This is an optimization exercise on Yosys and OpenROAD, whose aim is small area, a short achievable clock period and few clock cycles, not a production implementation. RTL that was checked went through simulation tests only; none was proved equivalent to the original. Power figures rest on the tool's default switching activity, not on a simulated workload.

== run 1 ==
Design gpio_top, start of the top module:
module gpio_top(
	wb_clk_i, wb_rst_i, wb_cyc_i, wb_adr_i, wb_dat_i, wb_sel_i, wb_we_i, wb_stb_i,
	wb_dat_o, wb_ack_o, wb_err_o, wb_inta_o,
	aux_i,
	ext_pad_i, ext_pad_o, ext_padoe_o,
	clk_pad_i
);
parameter dw = 32;
parameter aw = 8;
parameter gw = 32;
input             wb_clk_i;
input             wb_rst_i;
input             wb_cyc_i;
input   [aw-1:0]  wb_adr_i;
input   [dw-1:0]  wb_dat_i;
input   [3:0]     wb_sel_i;
input             wb_we_i;
input             wb_stb_i;
output  [dw-1:0]  wb_dat_o;
output            wb_ack_o;
output            wb_err_o;
output            wb_inta_o;
input   [gw-1:0]  aux_i;
input   [gw-1:0]  ext_pad_i;
input             clk_pad_i;
output  [gw-1:0]  ext_pad_o;
output  [gw-1:0]  ext_padoe_o;
reg  [gw-1:0] rgpio_in;
reg  [gw-1:0] rgpio_out;
reg  [gw-1:0] rgpio_oe;
reg  [gw-1:0] rgpio_inte;
reg  [gw-1:0] rgpio_ptrig;
reg  [gw-1:0] rgpio_aux;
reg  [1:0]    rgpio_ctrl;
reg  [gw-1:0] rgpio_ints;
reg  [gw-1:0] rgpio_eclk;
reg  [gw-1:0] rgpio_nec;
reg  [gw-1:0] sync, ext_pad_s;
  ...
For scale: about 18000 sq um of cells after synthesis.
export LEC_CHECK = 0
export CAP_MARGIN = 20
export CORE_MARGIN = 2
export CORE_UTILIZATION = 40
export PLACE_DENSITY = 0.6
export SETUP_SLACK_MARGIN = 2.5
export SLEW_MARGIN = 20
export SYNTH_HIERARCHICAL = 1
export SYNTH_MINIMUM_KEEP_SIZE = 0
create_clock -name core_clock -period 5.0 [get_ports {wb_clk_i}]
standard.sh (not shown) runs the stock make flow with config.mk's settings and CLKGATE_MAP_FILE= SYNTH_SCRIPT=/design/flow/synth_recipe.tcl, a recipe that flattens the netlist after the stock synthesis.
==> flow/flow/run.sh <==
#!/bin/bash
cp standard.sh standard_sh.txt
export BUFFER_PORTS_ARGS="-buffer_cell sky130_fd_sc_hd__buf_1"
bash standard.sh > standard.log 2>&1
Run 1 did not stop at any stage, and its layout met the timing, DRC and antenna checks.
Testbench counts of run 1, summed over its fixed seeds: cycles 24,000.
Input changes introduced in run 2 (baseline for comparison: run 1):
- a change of SETUP_SLACK_MARGIN from 2.5 to 2.0
==> flow/flow/run.sh <==
#!/bin/bash
export BUFFER_PORTS_ARGS="-buffer_cell sky130_fd_sc_hd__buf_1"
export CTS_ARGS="-sink_clustering_enable -repair_clock_nets -sink_clustering_size 24 -sink_clustering_max_diameter 80 -dont_use_dummy_load"
bash standard.sh > standard.log 2>&1
### Flow results
The final report for run 2 shows a completed flow and a layout that fails verification, specifically antenna rules.
Setup slack: run 2 more than run 1
Run 2 ended up with a lower clock buffer and inverter area fraction after layout than run 1 did.
Run 2 ended up with fewer standard cells than run 1.
Synthesis-to-layout area growth in run 2 vs run 1: down 8.2 points
Compared with run 1, run 2 ends up with a smaller final cell area.
Run 2 against run 1: count of cell instances traversed by the critical path moved down, layout clock buffer count shows a reduction of 57%, total chip power dropped about 20%.
Relative to run 2, the following input files were edited for run 3:
- a change of PLACE_DENSITY from 0.6 to 0.75
- a change of CORE_UTILIZATION from 40 to 60
==> flow/flow/run.sh <==
#!/bin/bash
cp standard.sh standard_sh.txt
export BUFFER_PORTS_ARGS="-buffer_cell sky130_fd_sc_hd__buf_1"
bash standard.sh > standard.log 2>&1
### Flow results
The sole clean run among run 2 and run 3 is run 3. | run 2 | all stages done | FAIL | antenna rules |. Global-route usage: lower on run 2. On placement-stage cell area: between run 2 and run 3, it ends up higher for run 2. Compared to run 2, run 3 has number of detailed-route iterations in the first pass 3 higher. Delta(critical path depth, run 3 - run 2) > 0. The final wirelength of run 3 is lower than that of run 2. Going from run 2 to run 3, cell area rose about 4.6%, post-route core utilization increased by 26 points relative to the old numbers. Compared with run 2, in run 3 tightest hold margin held steady; combinational fraction of design power went down 1.2 points. Any difference in fmax between run 2 and run 3 is small enough to ignore.
## Diff of input files: run 4 against run 3
- CORE_UTILIZATION changed from 60 to 40
- PLACE_DENSITY changed from 0.75 to 0.6
- SETUP_SLACK_MARGIN changed from 2.0 to 1.5
Notes after the runs:
Taking run 3 as the reference, in run 4 total power rose 2.8%; utilization after layout fell 24 points.
Finished layout cell area: run 4 lower than run 3
Number of clock buffers in the layout, run 4 and run 3: higher on run 3
Compared with run 3, in run 4 internal portion of total power climbed 2.7%, worst setup margin barely changed, die outline width climbed 22%.
Input changes introduced in run 5 (baseline for comparison: run 4):
- changing SETUP_SLACK_MARGIN from 1.5 to 2.0
- setting CTS_CLUSTER_DIAMETER to 80 for the first time
- setting CTS_CLUSTER_SIZE to 24 for the first time
## What came out
Final checks on run 5, whose flow otherwise completed, came back failing, citing antenna rules. Run 5: met3 routing resource usage after global routing 1.1 points below run 4. On multi-input combinational gate total, run 5 tracks run 4 almost exactly. Via count of the routed design delta (run 5 − run 4): favourable. Run 5 against run 4: smallest hold slack increased 10 ps; design area decreased 500 sq um; die area essentially unchanged. Between run 4 and run 5, sum of routed wire segments on met1 is higher for run 5, run 4 comes in under that. Looking at maximum frequency, run 5 sits 4.9 MHz higher than run 4 does. Higher met1 track demand over resource was reported by run 5, not run 4. Diff run 4 and run 5: setup slack lower in run 4. When the final numbers for run 4 and run 5 were put side by side, the internal power turned out to be greater in run 4.

========
## pepper
Another version of the RTL of gpio_top (not shown whole).
Size: roughly 1400 cells after synthesis, ~0.018 sq mm of cells after synthesis.
Settings: LEC_CHECK=0, CAP_MARGIN=20, CORE_MARGIN=2, CORE_UTILIZATION=40, PLACE_DENSITY=0.6, SETUP_SLACK_MARGIN=2.0, SLEW_MARGIN=20, SYNTH_HIERARCHICAL=1, SYNTH_MINIMUM_KEEP_SIZE=0; clock period 5.0 ns.
==> flow/flow/run.sh <==
#!/bin/bash
cp standard.sh standard_sh.txt
export BUFFER_PORTS_ARGS="-buffer_cell sky130_fd_sc_hd__buf_1"
bash standard.sh > standard.log 2>&1
pepper completed every stage of the flow, and the final layout passed the timing, DRC and antenna checks.
--- input diff pepper..yarrow ---
==> flow/run.sh (new file) <==
#!/bin/bash
# synth_recipe.tcl (not shown) runs the flow's synth.tcl, then flattens the netlist and writes it again
# the make line also repeats each setting of config.mk as NAME=value (left out here)
make -C /OpenROAD-flow-scripts/flow DESIGN_CONFIG=/design/flow/config.mk WORK_HOME=/design/flow/orfs CLKGATE_MAP_FILE= SYNTH_SCRIPT=/design/flow/synth_recipe.tcl finish
removed: flow/flow/run.sh
removed: flow/standard.sh
==> summary.txt <==
Relative to pepper, depth of the critical timing path with buffers and inverters included increased by 1 in yarrow.
Worst slack on hold paths delta (yarrow -> pepper): insignificant
Delta(minimum period implied by the final worst setup slack, yarrow - pepper) > 0
yarrow vs. pepper: fmax fell about 1%, power rose about 0.9%.
No functional check of the RTL was part of any run of this note.

[re-timing with driven ports]
The flow's constraints put no driver on any port. The routed layouts listed below were extracted and timed again, unchanged, in two steps.
Step 1 assumes that a clkbuf_16 drives the clock port and a buf_2 every other input.
Step 2 moves the port delays by t, midway between the first and last clock arrival at a register: inputs arrive t later, outputs are due t later. That takes back most of the time a late clock gives input paths.
Slacks: ideal / step 1 / step 2; pairs: ideal / step 1.
run | shift t [ns] | slack for setup (ns) | slew at the worst register clock pin (ns) | worst data-port slew with drivers (ns) | pins driven straight from the clock port
run 1 | 0.639 | 1.501 / 1.356 / 1.356 | 0.07 / 0.07 | 0.15 | 1
run 2 | 0.621 | 1.547 / 1.399 / 1.399 | 0.10 / 0.10 | 0.15 | 1
run 3 | 0.591 | 1.546 / 1.449 / 1.389 | 0.07 / 0.07 | 0.16 | 1
run 4 | 0.623 | 1.543 / 1.450 / 1.156 | 0.06 / 0.06 | 0.11 | 1
run 5 | 0.627 | 1.600 / 1.490 / 1.467 | 0.10 / 0.10 | 0.14 | 1
pepper | 0.613 | 1.610 / 1.487 / 1.487 | 0.06 / 0.06 | 0.19 | 1
yarrow | 0.621 | 1.574 / 1.518 / 1.432 | 0.06 / 0.06 | 0.09 | 1
For run 4, which loses most, drivers alone change the setup slack by -0.093 ns; drivers and shift together by -0.387 ns.
